What follows belongs to an exercise in optimizing a design on an open flow for small area, a short achievable clock period and few clock cycles per item; a production flow would make more cautious choices. Function was checked by simulation only, so behaviour that the tests miss may differ from the original. Power and IR drop assume default switching activity.

==> flow/design.v <==
module dot4_csa (
  input  [3:0] a0, a1, a2, a3, b0, b1, b2, b3,
  output [7:0] s, c
);
  wire t1 = (a0[0] & b0[3]) ^ (a0[1] & b0[2]) ^ (a0[2] & b0[1]);
  wire t2 = ((a0[0] & b0[3]) & (a0[1] & b0[2])) | ((a0[0] & b0[3]) & (a0[2] & b0[1])) | ((a0[1] & b0[2]) & (a0[2] & b0[1]));
  wire t3 = (a0[3] & b0[0]) ^ (a1[0] & b1[3]);
  wire t4 = (a0[3] & b0[0]) & (a1[0] & b1[3]);
  wire t5 = (a0[1] & b0[3]) ^ (a0[2] & b0[2]);
  wire t6 = (a0[1] & b0[3]) & (a0[2] & b0[2]);
  wire t7 = (a0[0] & b0[2]) ^ (a0[1] & b0[1]) ^ (a0[2] & b0[0]);
  wire t8 = ((a0[0] & b0[2]) & (a0[1] & b0[1])) | ((a0[0] & b0[2]) & (a0[2] & b0[0])) | ((a0[1] & b0[1]) & (a0[2] & b0[0]));
  wire t9 = (a1[0] & b1[2]) ^ (a1[1] & b1[1]);
  wire t10 = (a1[0] & b1[2]) & (a1[1] & b1[1]);
  wire t11 = (t1) ^ (t3) ^ (a1[1] & b1[2]);
  wire t12 = ((t1) & (t3)) | ((t1) & (a1[1] & b1[2])) | ((t3) & (a1[1] & b1[2]));
  wire t13 = (a1[2] & b1[1]) ^ (a1[3] & b1[0]) ^ (a2[0] & b2[3]);
  wire t14 = ((a1[2] & b1[1]) & (a1[3] & b1[0])) | ((a1[2] & b1[1]) & (a2[0] & b2[3])) | ((a1[3] & b1[0]) & (a2[0] & b2[3]));
  wire t15 = (a2[1] & b2[2]) ^ (a2[2] & b2[1]) ^ (a2[3] & b2[0]);
  wire t16 = ((a2[1] & b2[2]) & (a2[2] & b2[1])) | ((a2[1] & b2[2]) & (a2[3] & b2[0])) | ((a2[2] & b2[1]) & (a2[3] & b2[0]));
  wire t17 = (t5) ^ (a0[3] & b0[1]) ^ (a1[1] & b1[3]);
  wire t18 = ((t5) & (a0[3] & b0[1])) | ((t5) & (a1[1] & b1[3])) | ((a0[3] & b0[1]) & (a1[1] & b1[3]));
  wire t19 = (a1[2] & b1[2]) ^ (a1[3] & b1[1]) ^ (a2[1] & b2[3]);
  wire t20 = ((a1[2] & b1[2]) & (a1[3] & b1[1])) | ((a1[2] & b1[2]) & (a2[1] & b2[3])) | ((a1[3] & b1[1]) & (a2[1] & b2[3]));
  wire t21 = (a2[2] & b2[2]) ^ (a2[3] & b2[1]) ^ (a3[1] & b3[3]);
  wire t22 = ((a2[2] & b2[2]) & (a2[3] & b2[1])) | ((a2[2] & b2[2]) & (a3[1] & b3[3])) | ((a2[3] & b2[1]) & (a3[1] & b3[3]));
  wire t23 = (a3[2] & b3[2]) ^ (a3[3] & b3[1]);
  wire t24 = (a3[2] & b3[2]) & (a3[3] & b3[1]);
  wire t25 = (a0[2] & b0[3]) ^ (a0[3] & b0[2]) ^ (a1[2] & b1[3]);
  wire t26 = ((a0[2] & b0[3]) & (a0[3] & b0[2])) | ((a0[2] & b0[3]) & (a1[2] & b1[3])) | ((a0[3] & b0[2]) & (a1[2] & b1[3]));
  wire t27 = (a1[3] & b1[2]) ^ (a2[2] & b2[3]) ^ (a2[3] & b2[2]);
  wire t28 = ((a1[3] & b1[2]) & (a2[2] & b2[3])) | ((a1[3] & b1[2]) & (a2[3] & b2[2])) | ((a2[2] & b2[3]) & (a2[3] & b2[2]));
  wire t29 = (a0[0] & b0[1]) ^ (a0[1] & b0[0]) ^ (a1[0] & b1[1]);
  wire t30 = ((a0[0] & b0[1]) & (a0[1] & b0[0])) | ((a0[0] & b0[1]) & (a1[0] & b1[1])) | ((a0[1] & b0[0]) & (a1[0] & b1[1]));
  wire t31 = (t7) ^ (t9) ^ (a1[2] & b1[0]);
  wire t32 = ((t7) & (t9)) | ((t7) & (a1[2] & b1[0])) | ((t9) & (a1[2] & b1[0]));
  wire t33 = (a2[0] & b2[2]) ^ (a2[1] & b2[1]) ^ (a2[2] & b2[0]);
  wire t34 = ((a2[0] & b2[2]) & (a2[1] & b2[1])) | ((a2[0] & b2[2]) & (a2[2] & b2[0])) | ((a2[1] & b2[1]) & (a2[2] & b2[0]));
  wire t35 = (t11) ^ (t13) ^ (t15);
  wire t36 = ((t11) & (t13)) | ((t11) & (t15)) | ((t13) & (t15));
  wire t37 = (a3[0] & b3[3]) ^ (a3[1] & b3[2]) ^ (a3[2] & b3[1]);
  wire t38 = ((a3[0] & b3[3]) & (a3[1] & b3[2])) | ((a3[0] & b3[3]) & (a3[2] & b3[1])) | ((a3[1] & b3[2]) & (a3[2] & b3[1]));
  wire t39 = (a3[3] & b3[0]) ^ (t8);
  wire t40 = (a3[3] & b3[0]) & (t8);
  wire t41 = (t17) ^ (t19) ^ (t21);
  wire t42 = ((t17) & (t19)) | ((t17) & (t21)) | ((t19) & (t21));
  wire t43 = (t23) ^ (t2) ^ (t4);
  wire t44 = ((t23) & (t2)) | ((t23) & (t4)) | ((t2) & (t4));
  wire t45 = (t12) ^ (t14) ^ (t16);
  wire t46 = ((t12) & (t14)) | ((t12) & (t16)) | ((t14) & (t16));
  wire t47 = (t25) ^ (t27) ^ (a3[2] & b3[3]);
  wire t48 = ((t25) & (t27)) | ((t25) & (a3[2] & b3[3])) | ((t27) & (a3[2] & b3[3]));
  wire t49 = (a3[3] & b3[2]) ^ (t6) ^ (t18);
  wire t50 = ((a3[3] & b3[2]) & (t6)) | ((a3[3] & b3[2]) & (t18)) | ((t6) & (t18));
  wire t51 = (t20) ^ (t22) ^ (t24);
  wire t52 = ((t20) & (t22)) | ((t20) & (t24)) | ((t22) & (t24));
  wire t53 = (a0[3] & b0[3]) ^ (a1[3] & b1[3]) ^ (a2[3] & b2[3]);
  wire t54 = ((a0[3] & b0[3]) & (a1[3] & b1[3])) | ((a0[3] & b0[3]) & (a2[3] & b2[3])) | ((a1[3] & b1[3]) & (a2[3] & b2[3]));
  wire t55 = (a3[3] & b3[3]) ^ (t26);
  wire t56 = (a3[3] & b3[3]) & (t26);
  wire t57 = (t29) ^ (a1[1] & b1[0]) ^ (a2[0] & b2[1]);
  wire t58 = ((t29) & (a1[1] & b1[0])) | ((t29) & (a2[0] & b2[1])) | ((a1[1] & b1[0]) & (a2[0] & b2[1]));
  wire t59 = (t31) ^ (t33) ^ (a3[0] & b3[2]);
  wire t60 = ((t31) & (t33)) | ((t31) & (a3[0] & b3[2])) | ((t33) & (a3[0] & b3[2]));
  wire t61 = (a3[1] & b3[1]) ^ (a3[2] & b3[0]);
  wire t62 = (a3[1] & b3[1]) & (a3[2] & b3[0]);
  wire t63 = (t35) ^ (t37) ^ (t39);
  wire t64 = ((t35) & (t37)) | ((t35) & (t39)) | ((t37) & (t39));
  wire t65 = (t10) ^ (t32) ^ (t34);
  wire t66 = ((t10) & (t32)) | ((t10) & (t34)) | ((t32) & (t34));
  wire t67 = (t41) ^ (t43) ^ (t45);
  wire t68 = ((t41) & (t43)) | ((t41) & (t45)) | ((t43) & (t45));
  wire t69 = (t36) ^ (t38) ^ (t40);
  wire t70 = ((t36) & (t38)) | ((t36) & (t40)) | ((t38) & (t40));
  wire t71 = (t47) ^ (t49) ^ (t51);
  wire t72 = ((t47) & (t49)) | ((t47) & (t51)) | ((t49) & (t51));
  wire t73 = (t42) ^ (t44) ^ (t46);
  wire t74 = ((t42) & (t44)) | ((t42) & (t46)) | ((t44) & (t46));
  wire t75 = (t53) ^ (t55) ^ (t28);
  wire t76 = ((t53) & (t55)) | ((t53) & (t28)) | ((t55) & (t28));
  wire t77 = (t48) ^ (t50) ^ (t52);
  wire t78 = ((t48) & (t50)) | ((t48) & (t52)) | ((t50) & (t52));
  wire t79 = (a0[0] & b0[0]) ^ (a1[0] & b1[0]);
  wire t80 = (a0[0] & b0[0]) & (a1[0] & b1[0]);
  wire t81 = (t57) ^ (a2[1] & b2[0]) ^ (a3[0] & b3[1]);
  wire t82 = ((t57) & (a2[1] & b2[0])) | ((t57) & (a3[0] & b3[1])) | ((a2[1] & b2[0]) & (a3[0] & b3[1]));
  wire t83 = (t59) ^ (t61) ^ (t30);
  wire t84 = ((t59) & (t61)) | ((t59) & (t30)) | ((t61) & (t30));
  wire t85 = (t63) ^ (t65) ^ (t60);
  wire t86 = ((t63) & (t65)) | ((t63) & (t60)) | ((t65) & (t60));
  wire t87 = (t67) ^ (t69) ^ (t64);
  wire t88 = ((t67) & (t69)) | ((t67) & (t64)) | ((t69) & (t64));
  wire t89 = (t71) ^ (t73) ^ (t68);
  wire t90 = ((t71) & (t73)) | ((t71) & (t68)) | ((t73) & (t68));
  wire t91 = (t75) ^ (t77) ^ (t72);
  wire t92 = ((t75) & (t77)) | ((t75) & (t72)) | ((t77) & (t72));
  wire t93 = (t54) ^ (t56) ^ (t76);
  wire t94 = ((t54) & (t56)) | ((t54) & (t76)) | ((t56) & (t76));
  wire t95 = (t79) ^ (a2[0] & b2[0]);
  wire t96 = (t79) & (a2[0] & b2[0]);
  wire t97 = (t81) ^ (a3[1] & b3[0]) ^ (t80);
  wire t98 = ((t81) & (a3[1] & b3[0])) | ((t81) & (t80)) | ((a3[1] & b3[0]) & (t80));
  wire t99 = (t83) ^ (t58) ^ (t82);
  wire t100 = ((t83) & (t58)) | ((t83) & (t82)) | ((t58) & (t82));
  wire t101 = (t85) ^ (t62) ^ (t84);
  wire t102 = ((t85) & (t62)) | ((t85) & (t84)) | ((t62) & (t84));
  wire t103 = (t87) ^ (t66) ^ (t86);
  wire t104 = ((t87) & (t66)) | ((t87) & (t86)) | ((t66) & (t86));
  wire t105 = (t89) ^ (t70) ^ (t88);
  wire t106 = ((t89) & (t70)) | ((t89) & (t88)) | ((t70) & (t88));
  wire t107 = (t91) ^ (t74) ^ (t90);
  wire t108 = ((t91) & (t74)) | ((t91) & (t90)) | ((t74) & (t90));
  wire t109 = (t93) ^ (t78) ^ (t92);
  wire t110 = ((t93) & (t78)) | ((t93) & (t92)) | ((t78) & (t92));
  assign s[0] = t95;
  assign c[0] = a3[0] & b3[0];
  assign s[1] = t97;
  assign c[1] = t96;
  assign s[2] = t99;
  assign c[2] = t98;
  assign s[3] = t101;
  assign c[3] = t100;
  assign s[4] = t103;
  assign c[4] = t102;
  assign s[5] = t105;
  assign c[5] = t104;
  assign s[6] = t107;
  assign c[6] = t106;
  assign s[7] = t109;
  assign c[7] = t108;
endmodule
module heichips25_systolicArray #(
    parameter BITWIDTH = 4,
    parameter OUTWIDTH = 2*BITWIDTH
)(
    input                           clk,
    input                           reset,
    input        [BITWIDTH -1:0]    data_in,
    input                           load_weights,
    input                           load_inputs,
    input                           store_outputs,
    output logic [OUTWIDTH -1:0]    results,
    output logic                    valid_out
);
    logic [3:0] w [0:15];
    logic [3:0] x [0:3][0:3];
    logic [3:0] icnt;        
    logic [3:0] rcn;         
    logic       st_r;        
    logic       p_is0;       
    logic [7:0] ps, pc;      
    logic [7:0] c0;          
    always @(posedge clk) begin
        if (load_weights) begin
            w[0] <= data_in;
            for (int n = 1; n < 16; n++) w[n] <= w[n-1];
        end
    end
    always @(posedge clk) begin
        for (int r = 0; r < 4; r++) begin
            if (load_inputs && icnt[3:2] == r) begin
                x[r][0] <= data_in;
                for (int k = 1; k < 4; k++) x[r][k] <= x[r][k-1];
            end
        end
    end
    always @(posedge clk) begin
        if (reset) begin
            icnt      <= 0;
            valid_out <= 0;
        end else begin
            if (load_inputs) icnt <= icnt + 1;
            valid_out <= load_inputs && icnt == 15;
        end
    end
    wire        mid = icnt[3:2] != 0;
    wire [3:0]  idx = mid ? 4'd0 : rcn;
    always @(posedge clk) begin
        rcn   <= store_outputs ? rcn + 1 : 4'd1;
        st_r  <= store_outputs;
        p_is0 <= mid;
    end
    logic [3:0] a [0:3];
    logic [3:0] b [0:3];
    always_comb begin
        for (int k = 0; k < 4; k++) begin
            a[k] = x[idx[3:2]][3-k];
            b[k] = w[15 - 4*k - idx[1:0]];
        end
    end
    wire [7:0] s, c;
    dot4_csa csa (
        .a0(a[0]), .a1(a[1]), .a2(a[2]), .a3(a[3]),
        .b0(b[0]), .b1(b[1]), .b2(b[2]), .b3(b[3]),
        .s(s), .c(c)
    );
    wire [7:0] sum = ps + pc;
    always @(posedge clk) begin
        ps <= s;
        pc <= c;
        if (p_is0) c0 <= sum;
        results <= st_r ? sum : c0;
    end
endmodule
==> flow/run.sh <==
#!/bin/bash
# synth_recipe.tcl (not shown) runs the flow's synth.tcl, then flattens the netlist and writes it again
# the make line also repeats each setting of config.mk as NAME=value (left out here)
make -C /OpenROAD-flow-scripts/flow DESIGN_CONFIG=/design/flow/config.mk WORK_HOME=/design/flow/orfs CLKGATE_MAP_FILE= SYNTH_SCRIPT=/design/flow/synth_recipe.tcl finish
==> flow/config.mk <==
export PLATFORM = sky130hd
export DESIGN_NAME = heichips25_systolicArray
export DESIGN_NICKNAME = heichips25_systolicArray
export VERILOG_FILES = /design/flow/design.v
export SDC_FILE = /design/flow/constraint.sdc
export NUM_CORES = 4
export LEC_CHECK = 0
export CAP_MARGIN = 20
export CORE_MARGIN = 2
export CORE_UTILIZATION = 40
export SLEW_MARGIN = 20
==> flow/constraint.sdc <==
create_clock -name core_clock -period 6.5 [get_ports {clk}]
set_input_delay 1.3000 -clock core_clock [delete_from_list [all_inputs] [get_ports {clk}]]
set_output_delay 1.3000 -clock core_clock [all_outputs]
set_load 0.01 [all_outputs]
==> run summary <==
through the flow:
| stage | utilization [%] | power [uW] | hold slack [ns] | area, um^2 |
|---|---|---|---|---|
| 3_5_place_dp | 43.02 | 2890 | 0.4328 | 8454 |
| 6_report | 46.05 | 3848 | 0.4482 | 9050 |
| 4_1_cts | 46.05 | 3920 | 0.4484 | 9050 |
| 5_1_grt | 46.05 | 4157 | 0.4540 | 9050 |
| 3_3_place_gp | 43.02 | 2806 | 0.4295 | 8454 |
| 2_1_floorplan | - | 2486 | 0.4195 | 8064 |
routing by layer:
| metal | up-vias | routed length (um) | track usage [%] |
|---|---|---|---|
| li1 | 2155 | - | - |
| met2 | 77 | 7763 | 25.92 |
| met1 | 2321 | 6883 | 19.80 |
| met3 | 17 | 672 | 3.386 |
| met5 | - | 0 | 0 |
| met4 | 0 | 255 | 5.728 |
synth_stat cells, drive strengths merged (5+ instances only):
master	count
a21oi	28
buf	19
dfxtp	35
edfxtp	136
fa	45
ha	18
inv	50
mux2	8
mux2i	24
nand2	16
nand2b	5
nand3	7
nor2	82
nor2b	5
o21ai	14
o221ai	7
o22ai	19
or2	17
xnor2	10
placed cells by master (no fill, tap or decap), types with 9 or more instances in the layout:
| cell | instances |
|---|---|
| nand2_1 | 16 |
| nor2_1 | 79 |
| xnor2_1 | 10 |
| dfxtp_1 | 35 |
| edfxtp_1 | 136 |
| or2_2 | 9 |
| o21ai_0 | 12 |
| ha_1 | 18 |
| a21oi_1 | 28 |
| fa_1 | 45 |
| mux2i_1 | 24 |
| clkbuf_16 | 17 |
| o22ai_1 | 19 |
| inv_1 | 49 |
| clkdlybuf4s50_1 | 16 |
path summary, 6_finish.rpt:
check | slack, ns | end
min reg2reg | 0.45 | x[11][1]
max | 1.23 | ps[3]
max reg2reg | 1.23 | ps[3]
min | 0.45 | x[11][1]
kinds of logic (layout without fill, tap and decap cells):
kind of cell	Yosys count	after routing	synth area share [%]
AOI/OAI and AO/OA	97	97	8.162
xor gates and xnor gates	14	14	1.520
adders and majority gates	63	63	13.96
buffers and inverters	73	103	4.174
DFF	171	171	59.33
muxes	32	32	4.096
and+or+nand+nor	146	146	8.751
worst max-delay path, stage by stage (launching register included):
cell and delay (ns):
dfxtp_1 0.81, buf_4 0.36, mux2i_1 0.21, nand3_1 0.09
o221ai_1 0.22, nor2_1 0.13, fa_1 0.52, inv_1 0.05
fa_1 0.53, inv_1 0.06, fa_1 0.53, inv_1 0.05
fa_1 0.51, fa_1 0.56, inv_1 0.06, fa_1 0.46
flip-flops by register name, summed over array words and instances (netlist names), 4 cells and up:
signal   count
icnt         4
c0           8
w           64
pc           8
results      8
rcn          4
ps           8
x           64
final cells by class:
class	count	area, um^2
Fill cell	1792	10600
Sequential cell	171	4785
Multi-Input combinational cell	352	2943
Clock buffer	17	425.4
Tap cell	265	331.6
Timing Repair Buffer	22	202.7
Inverter	50	192.7
Clock inverter	14	170.2
power by group:
group	switching [uW]	leakage (uW)	internal [uW]
sequential	57.3	0.00158	1340
combinational	778	0.00151	648
clock	417	0.000285	604
==> impl_results.rst <==
.. list-table::
   :header-rows: 1

   * - Metric
     - Value
   * - Most area-consuming cells after synthesis
     - edfxtp_1, fa_1, dfxtp_1, nor2_1, mux2i_1
   * - Inst Count DP
     - 860
   * - Clock tree from TritonCTS
     - built
   * - Largest net degree at the start of global routing
     - 65
   * - Synthesized Nets
     - between 600 and 700
   * - Width of the chip
     - approximately 150 um
   * - Setup repair after global routing missed its margin
     - no
   * - Total of max-cap violations
     - 0
   * - Number of enable flip-flop cells after synthesis
     - about 140
   * - Data arrival time of the worst path
     - 5.56 ns
   * - Total core area
     - a little under 0.02 mm^2
   * - Area enclosed by the die boundary
     - 0.02131 mm^2
   * - Cell type contributing the most total cell area after synthesis
     - edfxtp_1
   * - Share of synthesized area occupied by flip-flops and latches
     - approximately three fifths
   * - Endpoints failing hold
     - 0
   * - First-pass GRT wire length
     - roughly 25000 um
   * - Total Negative Setup Slacks
     - 0 ns
   * - Number of nets still failing antenna checks after routing
     - 0
   * - Buffers inserted during post-CTS setup optimization
     - 0
   * - Area growth, synth to finish
     - 12.23%
   * - Avg Inst Size Synth
     - 13.53 um^2
   * - Worst R2R Path Depth
     - 15
   * - Hold path cells
     - 0
   * - Areal power density over the cells
     - approximately 430 mW/mm^2
   * - Critical path fanouts, max
     - 17
   * - Crit Path Category
     - flip-flop to flip-flop
   * - Area fraction of the dominant cell type after synthesis
     - 50.64%
   * - Leakage power of the design
     - 0.003368 uW
   * - FFs w/ async S/R, synth
     - 0%
   * - Nets
     - just under 700
   * - Synthesis Warnings
     - 9
   * - Gpl congestion
     - between 0.8 and 0.9
   * - Result of the run
     - finished clean
   * - Violation count after the first detailed-route iteration
     - 319
   * - Total of flip-flops plus latches after synthesis
     - about 170
   * - Hold crit path type
     - flip-flop to flip-flop
   * - Number of buffers created by CTS
     - 17
   * - Non-Filler Instances
     - between 800 and 900
   * - CTS max path bufs
     - 2
   * - Total GRT Usage
     - between 10% and 20%
   * - Required time reported for the critical path endpoint
     - 6.80 ns
   * - Number of detailed-route iterations in the first pass
     - 4
   * - Final routed wirelength across all metal layers
     - around 16000 um
   * - Final min period
     - between 5 and 6 ns
   * - Number of gates resized after CTS
     - 0
   * - Clock tree skew after final layout
     - about 0.0064 ns
   * - Vias in the first global route
     - around 4800
   * - Worst setup EP type
     - flip-flop
   * - Max-Slew Margin vs Limit
     - 31.95%
   * - Final setup viols
     - 0
   * - Post-synthesis instance total
     - between 500 and 600
   * - CTS Hold Bufs
     - 0
   * - Count of standard-cell rows
     - 51
   * - Clock net sink count
     - between 150 and 200
   * - Vias
     - around 4600
   * - Startpoint of the most critical setup path
     - rcn[2]
   * - Initial antenna violation count
     - 0
   * - Hpwl dp
     - 10840 um
   * - VDD IR max
     - 0.0001977 V
   * - Total I/O pin count
     - 18
   * - Starting density of the core
     - between 40% and 50%
   * - Flip-flop cell with the highest count after synthesis
     - edfxtp_1
   * - Die outline height
     - 146.0 um
   * - Number of library cell types mapped by synthesis
     - 56
   * - Master cell of the clock root buffer
     - clkbuf_16
   * - Remaining global-route overflow
     - 0
   * - Worst slack at placement
     - 1.183 ns
   * - Max-slew violation total from the final report
     - 0
   * - Average routed wire per standard cell
     - 17.48 um
   * - N_diodes
     - 0
   * - Fmax
     - 0.1899 GHz
   * - Slew of the pin with the lowest slew margin
     - between 1 and 1.5 ns
   * - Reg-to-Reg Start
     - rcn[2]
   * - Share of the clock period used by the worst path after layout
     - 81.00%
   * - Port Buffers
     - 17
   * - Cell area after synthesis
     - ~0.0081 mm^2
   * - Clock transition at the registers of the reported paths
     - ~0.06 ns
   * - Share of final-layout standard cells stronger than drive strength 1
     - 9.744%
   * - Later-pin clock latency in the skew report
     - roughly 0.42 ns
   * - Total DRC errors in the routed layout
     - 0
   * - Vias/cell
     - slightly above 5
   * - Final WS setup
     - approximately 1.2 ns
   * - Deepest level of the CTS H-tree
     - 4
   * - Nature of the critical path startpoint
     - flip-flop
   * - Worst hold path startpoint
     - x[10][1]
Testbench counts, summed over its fixed seeds: cycles 9,216, jobs 192.

[port drivers added, routing unchanged]
The flow's constraints put no driver on any port. The routed layout listed below was extracted and timed again, unchanged, in two steps. Step 1: set_driving_cell puts a clkbuf_16 on clk and a buf_2 on each other input, an assumption about the parent block. Step 2 moves the port delays by t, midway between the first and last clock arrival at a register: inputs arrive t later, outputs are due t later. That takes back most of the time a late clock gives input paths. Three values: no drivers, after step 1, after step 2; two values: the first two.
shift t [ns]: 0.467
setup slack, ns: 1.235 / 1.235 / 1.235
clock arrival spread, ns: 0.007 / 0.007
worst slew at a driven data input, ns: 0.03
After both steps this run still meets setup and hold. For this run, drivers alone change the setup slack by 0.000 ns; drivers and shift together by 0.000 ns.
